What follows belongs to an exercise in optimizing a design on an open flow for small area, a short achievable clock period and few clock cycles; a production flow would make more cautious choices.
The RTL was checked by simulation tests, not by an equivalence proof against the original design.
No activity file was given, so power comes from the tool's default toggle rates.

==> inputs of run a <==
// matrix_inv_2x2
module matrix_inv_2x2(
    input                   I_sys_clk       ,
    input                   I_sys_rstn      ,
    input                   I_s_valid       ,
    input       [7:0]       I_ch_a          ,
    input       [7:0]       I_ch_b          ,
    output                  O_s_ready       ,
    output  reg             O_A_inv_valid   ,
    output      [63:0]      O_A11_inv       ,
    output      [63:0]      O_A12_inv       ,
    output      [63:0]      O_A21_inv       ,
    output      [63:0]      O_A22_inv
    );
    localparam KS = 2;           
    localparam KW = 2;           
    localparam D  = 9;           
    localparam YW   = ((32 + D - 1) / D) * D;       
    localparam N12  = (12 + D - 1) / D;             
    localparam N16  = (16 + D - 1) / D;
    localparam N17  = (17 + D - 1) / D;
    localparam N24  = (24 + D - 1) / D;
    localparam N32  = (32 + D - 1) / D;
    localparam NSQ  = 16 / KS;
    localparam NWD  = 18 / KW;   
    localparam PW   = 24 + D + 2;                   
    localparam  PH_ACC   = 5'd0,
                PH_LAST  = 5'd1,
                PH_LAST2 = 5'd2,
                PH_AMP   = 5'd3,
                PH_AMPW  = 5'd4,
                PH_SQ1   = 5'd5,
                PH_W11   = 5'd6,
                PH_S     = 5'd7,
                PH_SW    = 5'd8,
                PH_SQ2   = 5'd9,
                PH_PREP  = 5'd10,
                PH_WDIV  = 5'd11,
                PH_WB    = 5'd12,
                PH_P11   = 5'd13,
                PH_P12   = 5'd14,
                PH_P22   = 5'd15,
                PH_R11   = 5'd16,
                PH_R22   = 5'd17,
                PH_R12   = 5'd18,
                PH_P2    = 5'd19,
                PH_P2W   = 5'd20,
                PH_PREP2 = 5'd21,
                PH_DV12  = 5'd22,
                PH_DV11  = 5'd23,
                PH_DV22  = 5'd24,
                PH_AB    = 5'd25,
                PH_A21   = 5'd26,
                PH_A22   = 5'd27,
                PH_A11   = 5'd28,
                PH_A12   = 5'd29,
                PH_A12W  = 5'd30;
  ...
clock: 12.0 ns
lec_check: 0
cap_margin: 20
core_margin: 2
core_utilization: 45
place_density: 0.6
setup_slack_margin: 5
slew_margin: 20
run.sh (not shown) runs the stock make flow with config.mk's settings and CLKGATE_MAP_FILE= SYNTH_SCRIPT=/design/flow/synth_recipe.tcl, a recipe that flattens the netlist after the stock synthesis.
==> run b: changes against run a <==
--- a/flow/design.v
+++ b/flow/design.v
@@ -12,11 +12,11 @@
     output      [63:0]      O_A21_inv       ,
     output      [63:0]      O_A22_inv
     );
     localparam KS = 2;           
     localparam KW = 2;           
-    localparam D  = 9;           
+    localparam D  = 8;           
     localparam YW   = ((32 + D - 1) / D) * D;       
     localparam N12  = (12 + D - 1) / D;             
     localparam N16  = (16 + D - 1) / D;
     localparam N17  = (17 + D - 1) / D;
     localparam N24  = (24 + D - 1) / D;
@@ -65,27 +65,13 @@
     reg     [2:0]       scnt;        
     assign  O_s_ready = (ph == PH_ACC) || (ph == PH_A12W);
     wire    s_fire    = I_s_valid && O_s_ready;
     reg     [15:0]      a11, a12, a22;
     wire                first = (scnt == 3'd0);
-    function [15:0] sq8;
-        input [7:0] x;
-        reg   [7:0] m;
-        integer i, j;
-        begin
-            m   = x[7] ? -x : x;
-            sq8 = 16'd0;
-            for (i = 0; i < 8; i = i + 1) begin
-                sq8 = sq8 + ({15'd0, m[i]} << (2 * i));
-                for (j = i + 1; j < 8; j = j + 1)
-                    sq8 = sq8 + ({15'd0, m[i] & m[j]} << (i + j + 1));
-            end
-        end
-    endfunction
-    wire    [15:0]      m_aa = sq8(I_ch_a);
+    wire    [15:0]      m_aa = $signed(I_ch_a) * $signed(I_ch_a);
     wire    [15:0]      m_ab = $signed(I_ch_a) * $signed(I_ch_b);
-    wire    [15:0]      m_bb = sq8(I_ch_b);
+    wire    [15:0]      m_bb = $signed(I_ch_b) * $signed(I_ch_b);
     reg     [43:0]      acc;             
     reg     [PW-1:0]    prd;             
     reg     [23:0]      xr1;             
     reg     [15:0]      xr2;
     reg     [D:0]       dg1, dg2;        
@@ -100,13 +86,12 @@
     reg     [23:0]      R11, R22;        
     reg     [31:0]      R12;             
     reg     [23:0]      rr;              
     wire    [31:0]      qa = R12;        
     reg     [4:0]       bi;              
-    reg                 s11, s22, s12, n11, n22, z12, hi11, hi12, md11, md12;
+    reg                 s11, s22, s12, n11, n22, z12, hi11, hi12;
     wire                ashort = !hi11 && !hi12;
-    wire                aone = ashort && !md11 && !md12;
     wire            dv_r12 = (ph == PH_DV12);
     wire    [23:0]  rdv = dv_r12 ? acc[23:0] : ((ph == PH_DV11) ? R11 : R22);
     wire    [7:0]   nb8 = dv_r12 ? R12[31:24] :
                           ((bi >= 5'd16 && bi <= 5'd23) ? (8'd1 << (5'd23 - bi)) : 8'd0);
     wire            nb1 = dv_r12 ? R12[31] : (bi == 5'd16);
@@ -138,11 +123,10 @@
         begin
             t    = {32'd0, v} << (YW - n * D);
             yalu = t[YW-1:0];
         end
     endfunction
-    wire            r22one = (H12[11:D-1] == {(13-D){H12[11]}}) && (H22[11:D-1] == {(13-D){H22[11]}});
     wire    [23:0]  xa11 = {{8{a11[15]}}, a11};
     wire    [23:0]  xa12 = {{8{a12[15]}}, a12};
     wire    [12:0]  h11s = {H11[11], H11};
     wire    [12:0]  h12s = {H12[11], H12};
     wire    [12:0]  h22s = {H22[11], H22};
@@ -169,30 +153,29 @@
     wire    [YW-1:0] Y1n = ({YW{ms_n[M_AMP]}} & yal({{16{a11[15]}}, a11}, N16)) |
                            ({YW{ms_n[M_S]}}   & yal({16'd0, w11a}, N16)) |
                            ({YW{ms_n[M_P11]}} & yal({15'd0, q1}, N17)) |
                            ({YW{ms_n[M_P12] | ms_n[M_P22] | ms_n[M_A22]}} & yal({15'd0, q2}, N17)) |
                            ({YW{ms_n[M_A21]}} & yal({15'd0, q2x}, N17)) |
-                           ({YW{ms_n[M_R22]}} & (r22one ? yal({{20{H12[11]}}, H12}, 1) : yal({{20{H12[11]}}, H12}, N12))) |
+                           ({YW{ms_n[M_R22]}} & yal({{20{H12[11]}}, H12}, N12)) |
                            ({YW{ms_n[M_R11] | ms_n[M_R12]}} & yal({{20{H11[11]}}, H11}, N12)) |
                            ({YW{ms_n[M_P2]}}  & yal({{8{R11[23]}}, R11}, N24)) |
-                           ({YW{ms_n[M_A11] | ms_n[M_A12]}} & (aone ? yalu(qax, 1) : ashort ? yalu(qax, 2) : yalu(qax, N32)));
+                           ({YW{ms_n[M_A11] | ms_n[M_A12]}} & (ashort ? yalu(qax, 2) : yalu(qax, N32)));
     wire    [YW-1:0] Y2n = ({YW{ms_n[M_AMP] | ms_n[M_S]}} & yal({{16{a12[15]}}, a12}, N16)) |
-                           ({YW{ms_n[M_R22]}} & (r22one ? yal({{20{H22[11]}}, H22}, 1) : yal({{20{H22[11]}}, H22}, N12))) |
+                           ({YW{ms_n[M_R22]}} & yal({{20{H22[11]}}, H22}, N12)) |
                            ({YW{ms_n[M_R11] | ms_n[M_R12]}} & yal({{20{H12[11]}}, H12}, N12)) |
-                           ({YW{ms_n[M_A11] | ms_n[M_A12]}} & (aone ? yal({15'd0, q1x}, 1) : ashort ? yal({15'd0, q1x}, 2) : yal({15'd0, q1x}, N32)));
+                           ({YW{ms_n[M_A11] | ms_n[M_A12]}} & (ashort ? yal({15'd0, q1x}, 2) : yal({15'd0, q1x}, N32)));
     wire            y1s_n = ms_n[M_AMP] | ms_n[M_R22] | ms_n[M_R11] | ms_n[M_R12] | ms_n[M_P2];
     wire            y2s_n = ms_n[M_AMP] | ms_n[M_S] | ms_n[M_R22] | ms_n[M_R11] | ms_n[M_R12];
     reg     [3:0]   mul_n;
     always @* begin
         mul_n = 4'd1;
         if (ms[M_AMP] | ms[M_S])                           mul_n = N16;
         if (ms[M_P11] | ms[M_P12] | ms[M_P22])             mul_n = N17;
-        if (ms[M_R11] | ms[M_R12])                         mul_n = N12;
-        if (ms[M_R22])                                     mul_n = r22one ? 4'd1 : N12;
+        if (ms[M_R11] | ms[M_R22] | ms[M_R12])             mul_n = N12;
         if (ms[M_P2])                                      mul_n = N24;
         if (ms[M_A21] | ms[M_A22])                         mul_n = N17;
-        if (ms[M_A11] | ms[M_A12])                         mul_n = aone ? 4'd1 : ashort ? 4'd2 : N32;
+        if (ms[M_A11] | ms[M_A12])                         mul_n = ashort ? 4'd2 : N32;
     end
     wire            mul_on   = |ms;
     wire            mfirst   = (cnt == 4'd0);
     wire            mul_last = (cnt == mul_n - 4'd1);
     wire            mul_end  = mul_on & mul_last;
@@ -329,12 +312,11 @@
         else if (ph == PH_WDIV) begin
             q1 <= q1_n; q2 <= q2_n;
         end
         else if (ph == PH_DV11) begin
             q1 <= skip8 ? {q1[8:0], 8'd0} : {q1[15:0], rge};
-            if (!skip8 && rge && bi >= 2 * D) hi11 <= 1'b1;
-            if (!skip8 && rge && bi >= D) md11 <= 1'b1;
+            if (!skip8 && rge && bi == 5'd16) hi11 <= 1'b1;
         end
         else if (ph == PH_DV22) begin
             q2 <= skip8 ? {q2[8:0], 8'd0} : {q2[15:0], rge};
         end
         if (b_last) begin
@@ -352,12 +334,10 @@
             R11 <= r11a;
             R22 <= r22a;
             R12 <= {p1a, 8'd0};                      
             hi11 <= 1'b0;
             hi12 <= 1'b0;
-            md11 <= 1'b0;
-            md12 <= 1'b0;
             s11 <= R11[23];
             s22 <= R22[23];
             s12 <= (p1v[23] ^ p2v[23]) | ((p1a == 24'h800000) && (p2a == 24'd1));
             z12 <= (p1v == 24'd0) || (p2v == 24'd0);
             n11 <= (R11 != 24'd0) && (r11a <= 24'h010000);
@@ -385,12 +365,11 @@
         end
         if (ph == PH_DV12 && z12)
             R12 <= 32'd0;
         else if (ph == PH_DV12) begin
             R12 <= skip8 ? {R12[23:0], 8'd0} : {R12[30:0], rge};
-            if (!skip8 && rge && bi >= 2 * D) hi12 <= 1'b1;
-            if (!skip8 && rge && bi >= D) md12 <= 1'b1;
+            if (!skip8 && rge && bi >= 5'd16) hi12 <= 1'b1;
         end
     end
     always @* begin
         ph_n = ph; fin = 1'b0;
         case (ph)
==> run c: changes against run a <==
--- a/flow/design.v
+++ b/flow/design.v
@@ -100,13 +100,12 @@
     reg     [23:0]      R11, R22;        
     reg     [31:0]      R12;             
     reg     [23:0]      rr;              
     wire    [31:0]      qa = R12;        
     reg     [4:0]       bi;              
-    reg                 s11, s22, s12, n11, n22, z12, hi11, hi12, md11, md12;
+    reg                 s11, s22, s12, n11, n22, z12, hi11, hi12;
     wire                ashort = !hi11 && !hi12;
-    wire                aone = ashort && !md11 && !md12;
     wire            dv_r12 = (ph == PH_DV12);
     wire    [23:0]  rdv = dv_r12 ? acc[23:0] : ((ph == PH_DV11) ? R11 : R22);
     wire    [7:0]   nb8 = dv_r12 ? R12[31:24] :
                           ((bi >= 5'd16 && bi <= 5'd23) ? (8'd1 << (5'd23 - bi)) : 8'd0);
     wire            nb1 = dv_r12 ? R12[31] : (bi == 5'd16);
@@ -138,11 +137,10 @@
         begin
             t    = {32'd0, v} << (YW - n * D);
             yalu = t[YW-1:0];
         end
     endfunction
-    wire            r22one = (H12[11:D-1] == {(13-D){H12[11]}}) && (H22[11:D-1] == {(13-D){H22[11]}});
     wire    [23:0]  xa11 = {{8{a11[15]}}, a11};
     wire    [23:0]  xa12 = {{8{a12[15]}}, a12};
     wire    [12:0]  h11s = {H11[11], H11};
     wire    [12:0]  h12s = {H12[11], H12};
     wire    [12:0]  h22s = {H22[11], H22};
@@ -169,30 +167,29 @@
     wire    [YW-1:0] Y1n = ({YW{ms_n[M_AMP]}} & yal({{16{a11[15]}}, a11}, N16)) |
                            ({YW{ms_n[M_S]}}   & yal({16'd0, w11a}, N16)) |
                            ({YW{ms_n[M_P11]}} & yal({15'd0, q1}, N17)) |
                            ({YW{ms_n[M_P12] | ms_n[M_P22] | ms_n[M_A22]}} & yal({15'd0, q2}, N17)) |
                            ({YW{ms_n[M_A21]}} & yal({15'd0, q2x}, N17)) |
-                           ({YW{ms_n[M_R22]}} & (r22one ? yal({{20{H12[11]}}, H12}, 1) : yal({{20{H12[11]}}, H12}, N12))) |
+                           ({YW{ms_n[M_R22]}} & yal({{20{H12[11]}}, H12}, N12)) |
                            ({YW{ms_n[M_R11] | ms_n[M_R12]}} & yal({{20{H11[11]}}, H11}, N12)) |
                            ({YW{ms_n[M_P2]}}  & yal({{8{R11[23]}}, R11}, N24)) |
-                           ({YW{ms_n[M_A11] | ms_n[M_A12]}} & (aone ? yalu(qax, 1) : ashort ? yalu(qax, 2) : yalu(qax, N32)));
+                           ({YW{ms_n[M_A11] | ms_n[M_A12]}} & (ashort ? yalu(qax, 2) : yalu(qax, N32)));
     wire    [YW-1:0] Y2n = ({YW{ms_n[M_AMP] | ms_n[M_S]}} & yal({{16{a12[15]}}, a12}, N16)) |
-                           ({YW{ms_n[M_R22]}} & (r22one ? yal({{20{H22[11]}}, H22}, 1) : yal({{20{H22[11]}}, H22}, N12))) |
+                           ({YW{ms_n[M_R22]}} & yal({{20{H22[11]}}, H22}, N12)) |
                            ({YW{ms_n[M_R11] | ms_n[M_R12]}} & yal({{20{H12[11]}}, H12}, N12)) |
-                           ({YW{ms_n[M_A11] | ms_n[M_A12]}} & (aone ? yal({15'd0, q1x}, 1) : ashort ? yal({15'd0, q1x}, 2) : yal({15'd0, q1x}, N32)));
+                           ({YW{ms_n[M_A11] | ms_n[M_A12]}} & (ashort ? yal({15'd0, q1x}, 2) : yal({15'd0, q1x}, N32)));
     wire            y1s_n = ms_n[M_AMP] | ms_n[M_R22] | ms_n[M_R11] | ms_n[M_R12] | ms_n[M_P2];
     wire            y2s_n = ms_n[M_AMP] | ms_n[M_S] | ms_n[M_R22] | ms_n[M_R11] | ms_n[M_R12];
     reg     [3:0]   mul_n;
     always @* begin
         mul_n = 4'd1;
         if (ms[M_AMP] | ms[M_S])                           mul_n = N16;
         if (ms[M_P11] | ms[M_P12] | ms[M_P22])             mul_n = N17;
-        if (ms[M_R11] | ms[M_R12])                         mul_n = N12;
-        if (ms[M_R22])                                     mul_n = r22one ? 4'd1 : N12;
+        if (ms[M_R11] | ms[M_R22] | ms[M_R12])             mul_n = N12;
         if (ms[M_P2])                                      mul_n = N24;
         if (ms[M_A21] | ms[M_A22])                         mul_n = N17;
-        if (ms[M_A11] | ms[M_A12])                         mul_n = aone ? 4'd1 : ashort ? 4'd2 : N32;
+        if (ms[M_A11] | ms[M_A12])                         mul_n = ashort ? 4'd2 : N32;
     end
     wire            mul_on   = |ms;
     wire            mfirst   = (cnt == 4'd0);
     wire            mul_last = (cnt == mul_n - 4'd1);
     wire            mul_end  = mul_on & mul_last;
@@ -330,11 +327,10 @@
             q1 <= q1_n; q2 <= q2_n;
         end
         else if (ph == PH_DV11) begin
             q1 <= skip8 ? {q1[8:0], 8'd0} : {q1[15:0], rge};
             if (!skip8 && rge && bi >= 2 * D) hi11 <= 1'b1;
-            if (!skip8 && rge && bi >= D) md11 <= 1'b1;
         end
         else if (ph == PH_DV22) begin
             q2 <= skip8 ? {q2[8:0], 8'd0} : {q2[15:0], rge};
         end
         if (b_last) begin
@@ -352,12 +348,10 @@
             R11 <= r11a;
             R22 <= r22a;
             R12 <= {p1a, 8'd0};                      
             hi11 <= 1'b0;
             hi12 <= 1'b0;
-            md11 <= 1'b0;
-            md12 <= 1'b0;
             s11 <= R11[23];
             s22 <= R22[23];
             s12 <= (p1v[23] ^ p2v[23]) | ((p1a == 24'h800000) && (p2a == 24'd1));
             z12 <= (p1v == 24'd0) || (p2v == 24'd0);
             n11 <= (R11 != 24'd0) && (r11a <= 24'h010000);
@@ -386,11 +380,10 @@
         if (ph == PH_DV12 && z12)
             R12 <= 32'd0;
         else if (ph == PH_DV12) begin
             R12 <= skip8 ? {R12[23:0], 8'd0} : {R12[30:0], rge};
             if (!skip8 && rge && bi >= 2 * D) hi12 <= 1'b1;
-            if (!skip8 && rge && bi >= D) md12 <= 1'b1;
         end
     end
     always @* begin
         ph_n = ph; fin = 1'b0;
         case (ph)
==> notes <==
- Run b went through all stages and came out clean. Run a completed without violations. Run c ran to the end with no violations.
- Sequential power is about the same in run a and run b.
- Via count: run a > run b > run c.
- The lowest setup slack belongs to run a, the highest to run b.
- Against run c, the sequential cell count of run b is lower by 8.
- Against run b, the synthesized area of run c is lower by 0.61%.
==> figures <==
| quantity | run b | run a | run c |
|---|---|---|---|
| Run status | finished clean | finished clean | finished clean |
| Number of buffer and inverter instances along the worst setup path | 5 | 3 | 6 |
| Async SR Flop Fraction | 0.0731 | 0.0717 | 0.0720 |
| Clock group share of total power | 0.396 | 0.434 | 0.444 |
| FFs & Latches | 520 | 530 | 528 |
| Cells after Synth | 7,437 | 7,494 | 7,431 |
| Area fraction in and, or, nand and nor cells after synthesis | 0.176 | 0.174 | 0.169 |
| Placeable core region | 140,000 µm² | 139,000 µm² | 139,000 µm² |
| Seq group | 0.00186 W | 0.00188 W | 0.00187 W |
| Time the worst path needs with I/O delays and setup | 7.04 ns | 7.13 ns | 7.08 ns |
| Switch share | 0.312 | 0.292 | 0.289 |
Testbench counts of run a, summed over its fixed seeds: cycles 14,362.
Testbench counts of run b, summed over its fixed seeds: cycles 15,403.
Testbench counts of run c, summed over its fixed seeds: cycles 14,821.

-- what the ideal ports hide --
In the flow no input, the clock included, has a driving cell. The finished layouts below were timed again as built, in two steps. Step 1 assumes that a clkbuf_16 drives the clock port and a buf_2 every other input. Step 2 adds t to the input delays and takes it off the output delays; t is the mean of the earliest and latest rising clock arrival at the registers after step 1. Input paths then give back, and output paths get back, about the clock's delay inside the block. a / b / c = no drivers / after step 1 / after step 2; a / b = the first two.
run | t (ns) | slack for setup (ns) | latest minus earliest clock arrival (ns)
run a | 0.751 | 4.867 / 4.794 / 4.553 | 0.038 / 0.038
run b | 0.718 | 4.962 / 4.894 / 4.611 | 0.051 / 0.051
run c | 0.754 | 4.923 / 4.923 / 4.533 | 0.041 / 0.041
After both steps every run listed still meets setup and hold. For run c, which loses most, drivers alone change the setup slack by 0.000 ns; drivers and shift together by -0.390 ns.
